What follows belongs to an exercise in optimizing a design on an open flow for small area, a short achievable clock period and few clock cycles per item; a production flow would make more cautious choices. In this exercise RTL edits were held to simulation tests only and were not proved equivalent to the original. No activity file was given, so power comes from the tool's default toggle rates.

<file path="design.v">
`timescale 1ns / 1ps
module csa_32bit (
    input [31:0] a,
    input [31:0] b, 
    input [31:0] c,
    output [31:0] sum,
    output [31:0] carry
);
    assign sum = a ^ b ^ c;
    assign carry = ((a & b) | (a & c) | (b & c)) << 1;
endmodule
module comp_4to2_32bit (
    input [31:0] w,
    input [31:0] x, 
    input [31:0] y,
    input [31:0] z,
    output [31:0] sum,
    output [31:0] carry );
    wire [31:0] sum1, carry1;
    wire [31:0] sum2, carry2;
    csa_32bit csa1 (.a(w), .b(x), .c(y), .sum(sum1), .carry(carry1));
    csa_32bit csa2 (.a(sum1), .b(z), .c(carry1), .sum(sum2), .carry(carry2));
    assign sum = sum2;
    assign carry = carry2;
endmodule
module wallace_multi (
    input clk,                   
    input rst,                  
    input [15:0] a,             
    input [15:0] b,             
    output reg [31:0] p,         
    output reg done              
);
    reg [15:0] a_reg, b_reg;
    reg stage1_valid;
    always @(posedge clk or negedge rst) begin
        if (!rst) begin
            a_reg <= 0;
            b_reg <= 0;
            stage1_valid <= 0;
        end 
        else begin
            a_reg <= a;
            b_reg <= b;
            stage1_valid <= 1;
        end
    end
    wire [31:0] pp [0:15];
    reg [31:0] pp_reg [0:15];
    genvar i;
    generate
        for (i = 0; i < 16; i = i + 1) begin : pp_gen_loop
            wire [15:0] product_term = a_reg & {16{b_reg[i]}};
            assign pp[i] = product_term << i;
        end
    endgenerate
    reg stage2_valid;
    integer j; 
    always @(posedge clk or negedge rst) begin
        if (!rst) begin
            for (j = 0; j < 16; j = j + 1) begin
                pp_reg[j] <= 32'b0;
            end
            stage2_valid <= 0;
        end else begin
            for (j = 0; j < 16; j = j + 1) begin
                pp_reg[j] <= pp[j];
            end
            stage2_valid <= stage1_valid;
        end
    end
    wire [31:0] sum1_0, carry1_0, sum1_1, carry1_1;
    wire [31:0] sum1_2, carry1_2, sum1_3, carry1_3;
    comp_4to2_32bit comp_stage2_0 (.w(pp_reg[0]), .x(pp_reg[1]), .y(pp_reg[2]), .z(pp_reg[3]), .sum(sum1_0), .carry(carry1_0));
    comp_4to2_32bit comp_stage2_1 (.w(pp_reg[4]), .x(pp_reg[5]), .y(pp_reg[6]), .z(pp_reg[7]), .sum(sum1_1), .carry(carry1_1));
    comp_4to2_32bit comp_stage2_2 (.w(pp_reg[8]), .x(pp_reg[9]), .y(pp_reg[10]), .z(pp_reg[11]), .sum(sum1_2), .carry(carry1_2));
    comp_4to2_32bit comp_stage2_3 (.w(pp_reg[12]), .x(pp_reg[13]), .y(pp_reg[14]), .z(pp_reg[15]), .sum(sum1_3), .carry(carry1_3));
    reg [31:0] sum1_0_reg, sum1_1_reg, sum1_2_reg, sum1_3_reg;
    reg [31:0] carry1_0_reg, carry1_1_reg, carry1_2_reg, carry1_3_reg;
    reg stage3_valid;
    always @(posedge clk or negedge rst) begin
        if (!rst) begin
            sum1_0_reg <= 0; sum1_1_reg <= 0; sum1_2_reg <= 0; sum1_3_reg <= 0;
            carry1_0_reg <= 0; carry1_1_reg <= 0; carry1_2_reg <= 0; carry1_3_reg <= 0;
            stage3_valid <= 0;
        end else begin
            sum1_0_reg <= sum1_0; sum1_1_reg <= sum1_1; sum1_2_reg <= sum1_2; sum1_3_reg <= sum1_3;
            carry1_0_reg <= carry1_0; carry1_1_reg <= carry1_1; carry1_2_reg <= carry1_2; carry1_3_reg <= carry1_3;
            stage3_valid <= stage2_valid;
        end
    end
    wire [31:0] sum2_0, carry2_0, sum2_1, carry2_1;
    comp_4to2_32bit comp_stage3_0 (.w(sum1_0_reg), .x(sum1_1_reg), .y(sum1_2_reg), .z(sum1_3_reg), .sum(sum2_0), .carry(carry2_0));
    comp_4to2_32bit comp_stage3_1 (.w(carry1_0_reg), .x(carry1_1_reg), .y(carry1_2_reg), .z(carry1_3_reg), .sum(sum2_1), .carry(carry2_1));
    reg [31:0] sum2_0_reg, sum2_1_reg;
    reg [31:0] carry2_0_reg, carry2_1_reg;
    reg stage4_valid;
    always @(posedge clk or negedge rst) begin
        if (!rst) begin
            sum2_0_reg <= 0; sum2_1_reg <= 0;
            carry2_0_reg <= 0; carry2_1_reg <= 0; 
            stage4_valid <= 0;
        end else begin
            sum2_0_reg <= sum2_0; sum2_1_reg <= sum2_1;
            carry2_0_reg <= carry2_0; carry2_1_reg <= carry2_1;
            stage4_valid <= stage3_valid;
        end
    end
    wire [31:0] final_sum, final_carry;
    comp_4to2_32bit comp_stage4_0 (.w(sum2_0_reg), .x(sum2_1_reg), .y(carry2_0_reg), .z(carry2_1_reg), .sum(final_sum), .carry(final_carry));
    reg stage5_valid;
    reg [31:0] final_sum_reg, final_carry_reg;
    always @(posedge clk or negedge rst) begin
        if (!rst) begin
            final_sum_reg <= 0; final_carry_reg <= 0;
            stage5_valid <= 0;
        end else begin
            final_sum_reg <= final_sum; final_carry_reg <= final_carry;
            stage5_valid <= stage4_valid;
        end
    end
    wire [31:0] final_product;
    wire final_cout;
    cla_32bit_O_log_n final_cla (
        .x(final_sum_reg),
        .y(final_carry_reg),
        .cin(1'b0),
        .s(final_product),
        .cout(final_cout)
    );
    always @(posedge clk or negedge rst) begin
        if (!rst) begin
            p <= 0;
            done <= 0;
        end else begin
            p <= final_product;
            done <= stage5_valid;
        end
    end
endmodule
module cla_32bit_O_log_n (
    input [31:0] x,
    input [31:0] y,
    input cin,
    output [31:0] s,
    output cout);
    wire [7:0] P_g, G_g;
    wire [8:0] C_block;
    assign C_block[0] = cin;
    genvar i;
    generate
        for (i = 0; i < 8; i = i + 1) begin : block_gen
            cla_4bit_block cla_block (
                .x(x[4*i + 3 : 4*i]),
                .y(y[4*i + 3 : 4*i]),
                .cin(C_block[i]),
                .s(s[4*i + 3 : 4*i]),
                .P_g(P_g[i]),
                .G_g(G_g[i])
            );
            assign C_block[i+1] = G_g[i] | (P_g[i] & C_block[i]);
        end
    endgenerate
    assign cout = C_block[8];
endmodule
module cla_4bit_block (
    input [3:0] x, y,
    input cin,
    output [3:0] s,
    output P_g, G_g
);
    wire [3:0] p, g;
    wire [4:0] c;
    assign p = x ^ y;
    assign g = x & y;
    assign c[0] = cin;
    assign c[1] = g[0] | (p[0] & c[0]);
    assign c[2] = g[1] | (p[1] & c[1]);
    assign c[3] = g[2] | (p[2] & c[2]);
    assign c[4] = g[3] | (p[3] & c[3]);
    assign s = p ^ c[3:0];
    assign P_g = p[0] & p[1] & p[2] & p[3];
    assign G_g = g[3] | (p[3] & g[2]) | (p[3] & p[2] & g[1]) | (p[3] & p[2] & p[1] & g[0]);
endmodule
</file>
<file path="run.sh">
#!/bin/bash
# synth_recipe.tcl (not shown) runs the flow's synth.tcl, then flattens the netlist and writes it again
# the make line also repeats each setting of config.mk as NAME=value (left out here)
make -C /OpenROAD-flow-scripts/flow DESIGN_CONFIG=/design/flow/config.mk WORK_HOME=/design/flow/orfs CLKGATE_MAP_FILE= SYNTH_SCRIPT=/design/flow/synth_recipe.tcl finish
</file>
<file path="config.mk">
export PLATFORM = sky130hd
export DESIGN_NAME = wallace_multi
export DESIGN_NICKNAME = wallace_multi
export VERILOG_FILES = /design/flow/design.v
export SDC_FILE = /design/flow/constraint.sdc
export NUM_CORES = 4
export LEC_CHECK = 0
export CAP_MARGIN = 20
export CORE_MARGIN = 2
export CORE_UTILIZATION = 40
export SLEW_MARGIN = 20
</file>
<file path="constraint.sdc">
create_clock -name core_clock -period 4.0 [get_ports {clk}]
set_input_delay 0.8000 -clock core_clock [delete_from_list [all_inputs] [get_ports {clk}]]
set_output_delay 0.8000 -clock core_clock [all_outputs]
set_load 0.01 [all_outputs]
</file>
==> results.txt <==
# TYPE chip_impl_metric gauge
chip_impl_info{name="cpMostUsedCell",value="fa_1"} 1
chip_impl_metric{name="cpPeakStageDelay",unit="ps"} 420
chip_impl_metric{name="power.share.switching",unit=""} 0.270
chip_impl_metric{name="maxCapViolCount",unit=""} 0
chip_impl_info{name="timing.critical_path.cells",value="ha_1 > a21oi_1 > and3_1 > o22ai_1 > a211oi_1 > a32oi_1 > fa_1 > fa_1 > fa_1 > xnor2_1"} 1
chip_impl_metric{name="finClkSkew",unit="ps"} 19.1
chip_impl_metric{name="start_util",unit=""} 0.404
chip_impl_metric{name="synthesized_netlist_net_count",unit=""} 1668
chip_impl_metric{name="synthArstFlopShare",unit=""} 1.00
chip_impl_metric{name="grt_pass1_wl",unit="µm"} 66400
chip_impl_metric{name="netlist-cell-type-count",unit=""} 24
chip_impl_metric{name="dpl.hpwl",unit="µm"} 27600
chip_impl_metric{name="power_switching",unit="W"} 0.00452
chip_impl_metric{name="p_int",unit="W"} 0.0122
chip_impl_metric{name="worst_slew_pin_slew",unit="ps"} 841
chip_impl_metric{name="clk_slew_on_worst_s_h_paths",unit="ps"} 60
chip_impl_metric{name="sequentialPowerShare",unit=""} 0.481
chip_impl_metric{name="syn-instance-count",unit=""} 1333
chip_impl_metric{name="die_y",unit="µm"} 245
chip_impl_metric{name="ctsHoldBuffers",unit=""} 0
chip_impl_metric{name="area_delta_synth_final",unit="%"} 16.0
chip_impl_metric{name="layout-drive-gt1-share",unit=""} 0.0798
chip_impl_metric{name="yosysSeqAreaShare",unit=""} 0.671
chip_impl_metric{name="cts_buffer_depth",unit=""} 3
chip_impl_metric{name="worst_slew_margin_rel",unit=""} 0.439
chip_impl_metric{name="die_area",unit="µm²"} 60200
chip_impl_metric{name="groute.usage.overall",unit=""} 0.145
chip_impl_metric{name="clock_insertion_delay_worst_skew",unit="ps"} 620
chip_impl_metric{name="power_density_relative_to_cell_area",unit="nW/µm²"} 619
chip_impl_metric{name="htree_num_levels",unit=""} 2
chip_impl_metric{name="routed_wirelength",unit="µm"} 40400
chip_impl_metric{name="postSynthRegisterBits",unit=""} 625
chip_impl_metric{name="postSynthAreaPerCell",unit="µm²"} 17.5
chip_impl_metric{name="remaining_drc_errors",unit=""} 0
chip_impl_metric{name="cts-buffers-inserted",unit=""} 60
chip_impl_metric{name="layout_min_cycle_time",unit="ps"} 3330
chip_impl_metric{name="totalNegativeSetupSlack",unit="ps"} 0
chip_impl_metric{name="antennaDiodeCount",unit=""} 0
chip_impl_metric{name="worst_ir_drop_vdd",unit="mV"} 0.334
chip_impl_metric{name="num-nets-final",unit=""} 1776
chip_impl_metric{name="yosysWarnings",unit=""} 3
chip_impl_metric{name="num_io_pins",unit=""} 67
chip_impl_info{name="min-delay-path-class",value="input pin to async pin"} 1
chip_impl_metric{name="multi_input_comb_area",unit="µm²"} 7270
chip_impl_metric{name="routedWlPerCell",unit="µm"} 17.9
chip_impl_metric{name="power.share.combinational",unit=""} 0.176
chip_impl_metric{name="detailroute.via_count",unit=""} 9847
chip_impl_metric{name="crit_arrival",unit="ps"} 3820
chip_impl_info{name="crit_path_start_kind",value="register"} 1
chip_impl_metric{name="synth-edff-count",unit=""} 0
chip_impl_metric{name="post_cts_resize_count",unit=""} 0
chip_impl_metric{name="portBuffers",unit=""} 66
chip_impl_info{name="cts-root-buf",value="clkbuf_16"} 1
chip_impl_metric{name="antenna_violating_nets_remaining",unit=""} 0
chip_impl_metric{name="final_cycle_share",unit=""} 0.832
chip_impl_metric{name="first_global_vias",unit=""} 11600
chip_impl_metric{name="maxClockFrequency",unit="MHz"} 301
chip_impl_metric{name="finalSetupViolations",unit=""} 0
chip_impl_metric{name="clock_power_share",unit=""} 0.344
chip_impl_metric{name="place_congestion",unit=""} 0.715
chip_impl_info{name="rsz0062_at_grt",value="no"} 1
chip_impl_metric{name="cellLeakagePower",unit="nW"} 13.0
chip_impl_metric{name="drt_first_pass_iters",unit=""} 4
chip_impl_metric{name="grt_start_max_net_pins",unit=""} 101
chip_impl_metric{name="dieWidth",unit="µm"} 245
chip_impl_metric{name="filler_cells",unit=""} 4886
chip_impl_info{name="status",value="timing/DRC/antenna clean"} 1
chip_impl_metric{name="cp_max_fo",unit=""} 5
chip_impl_info{name="tritoncts",value="yes"} 1
chip_impl_metric{name="numClockSinks",unit=""} 625
chip_impl_metric{name="register_area",unit="µm²"} 15600
chip_impl_metric{name="worst-endpoint-required",unit="ps"} 4490
chip_impl_metric{name="timing_hold_violations_final",unit=""} 0
chip_impl_metric{name="postCtsSetupRepairBufs",unit=""} 0
chip_impl_info{name="setup.worst_path.end_class",value="register"} 1
chip_impl_metric{name="number_of_antenna_violations_at_the_first_check_in_global_routing",unit=""} 0
chip_impl_metric{name="core_region_area",unit="µm²"} 57700
chip_impl_metric{name="mappedNetlistArea",unit="µm²"} 23300
chip_impl_metric{name="route.detailed.vias_per_inst",unit=""} 4.36
chip_impl_metric{name="fp-row-count",unit=""} 88
chip_impl_metric{name="drtIter0Drc",unit=""} 561
chip_impl_info{name="path_class",value="register to register"} 1
chip_impl_metric{name="final_util",unit=""} 0.469
chip_impl_metric{name="slew_violations",unit=""} 0
chip_impl_metric{name="worst_hold_slack",unit="ps"} 160
chip_impl_metric{name="grt-ovfl-total",unit=""} 0
chip_impl_info{name="synth_ff_type",value="dfrtp_1"} 1
chip_impl_info{name="critical_path.slowest_cell",value="a211oi_1"} 1
worst paths after layout:
kind | startpoint | endpoint | slack (ps) | depth (start not counted)
hold reg to reg | comp_stage2_0.csa2.b[18] | sum1_0_reg[18] | 340 | 0
setup reg to reg | final_carry_reg[15] | p[31] | 670 | 10
setup / recovery | final_carry_reg[15] | p[31] | 670 | 10
max in group asynchronous | rst | final_carry_reg[7] | 2830 | 2
hold / removal | rst | a_reg[13] | 160 | 1
min in group core_clock | comp_stage2_0.csa2.b[18] | sum1_0_reg[18] | 340 | 0
synth_stat cells (2+ instances only):
master | count | share of area
fa_1 | 216 | 0.19
o21ai_0 | 2 | 0.00043
clkbuf_1 | 32 | 0.0052
a21o_1 | 3 | 0.00097
dfrtp_1 | 625 | 0.67
nand3_1 | 4 | 0.00086
and4_1 | 2 | 0.00075
a21oi_1 | 8 | 0.0017
xnor2_1 | 3 | 0.0011
inv_1 | 75 | 0.012
xor2_1 | 5 | 0.0019
nand2_1 | 3 | 0.00048
nand4_1 | 4 | 0.0011
ha_1 | 85 | 0.046
and2_1 | 257 | 0.069
worst max-delay path: cells and delay by family (launching register included):
kind | cells | cell delay (ps)
flops | 1 | 380
compound gates | 4 | 900
fa+ha+maj | 4 | 1560
xor+xnor | 1 | 130
simple gates | 1 | 220
cells in the final DEF, fill, tap and decap left out, drive strengths merged:
cell type	n
ha	85
a32oi	1
nand4	4
o2111ai	1
xnor2	3
clkinvlp	7
buf	13
bufinv	7
clkinv	21
nor2	1
clkdlybuf4s50	65
a211oi	1
and2	257
dfrtp	625
nand3	4
xor2	5
or3	1
a21oi	8
nand2	3
conb	1
nor2b	1
and3	1
inv	79
fa	216
a21o	3
and4	2
o21ai	2
o22ai	1
clkbuf	73
per-stage QoR:
stage | cell area [µm²] | setup WS (ps) | instances | total power [W]
finish | 27000 | 672 | 2256 | 0.0167
global route | 27000 | 473 | 2256 | 0.0179
CTS | 27000 | 584 | 2256 | 0.0171
detailed placement | 25000 | 614 | 2144 | 0.0113
global placement | 25000 | 669 | 2144 | 0.0111
floorplan | 23300 | 1140 | 1333 | 0.00969
routing by layer:
| metal | global-route usage | up-vias | wire length, µm |
|---|---|---|---|
| met5 | 0 | - | 0 |
| met2 | 0.210 | 123 | 17700 |
| met4 | 0.0410 | 0 | 828 |
| met3 | 0.0286 | 62 | 1560 |
| met1 | 0.223 | 5355 | 20400 |
| li1 | - | 4307 | - |
cells by family after synthesis:
logic type | synth area share
adders and majority gates | 0.231
DFF | 0.671
AOI/OAI and AO/OA | 0.00445
and+or+nand+nor | 0.0733
xor gates and xnor gates | 0.00301
other | 0.000161
buffers and inverters | 0.0172
power by group through the flow:
stage | registers [W] | clock network (W) | logic [W]
floorplan | 0.00806 | 0 | 0.00164
global placement | 0.00816 | 0 | 0.00296
detailed placement | 0.00820 | 0 | 0.00305
CTS | 0.00809 | 0.00592 | 0.00306
global route | 0.00819 | 0.00620 | 0.00349
finish | 0.00805 | 0.00575 | 0.00294
area by class of cell:
type                            count  area share
Multi-Input combinational cell    601       0.269
Tap cell                          765      0.0354
Sequential cell                   625       0.578
Inverter                           75      0.0104
Timing Repair Buffer               78      0.0317
Clock buffer                       73      0.0600
Clock inverter                     39      0.0150
Testbench counts, summed over its fixed seeds: cycles 16,040, items 16,000.

-- port drivers added, routing unchanged --
The flow's constraints put no driver on any port. The routed layout listed below was extracted and timed again, unchanged, in two steps. Step 1: set_driving_cell puts a clkbuf_16 on clk and a buf_2 on each other input, an assumption about the parent block. Step 2 times the ports against the registers' clock, not the clock port: input delays grow and output delays shrink by t, the midpoint of the rising clock arrivals with the driver on. Slacks: ideal / step 1 / step 2; pairs: ideal / step 1.
t, ns: 0.661
setup slack, ns: 0.672 / 0.672 / 0.672
worst setup path after step 2: register to register
latest minus earliest clock arrival (ns): 0.023 / 0.022
cell pins on the clock port's net: 1
After both steps this run still meets setup and hold. For this run, drivers alone change the setup slack by 0.000 ns; drivers and shift together by 0.000 ns.
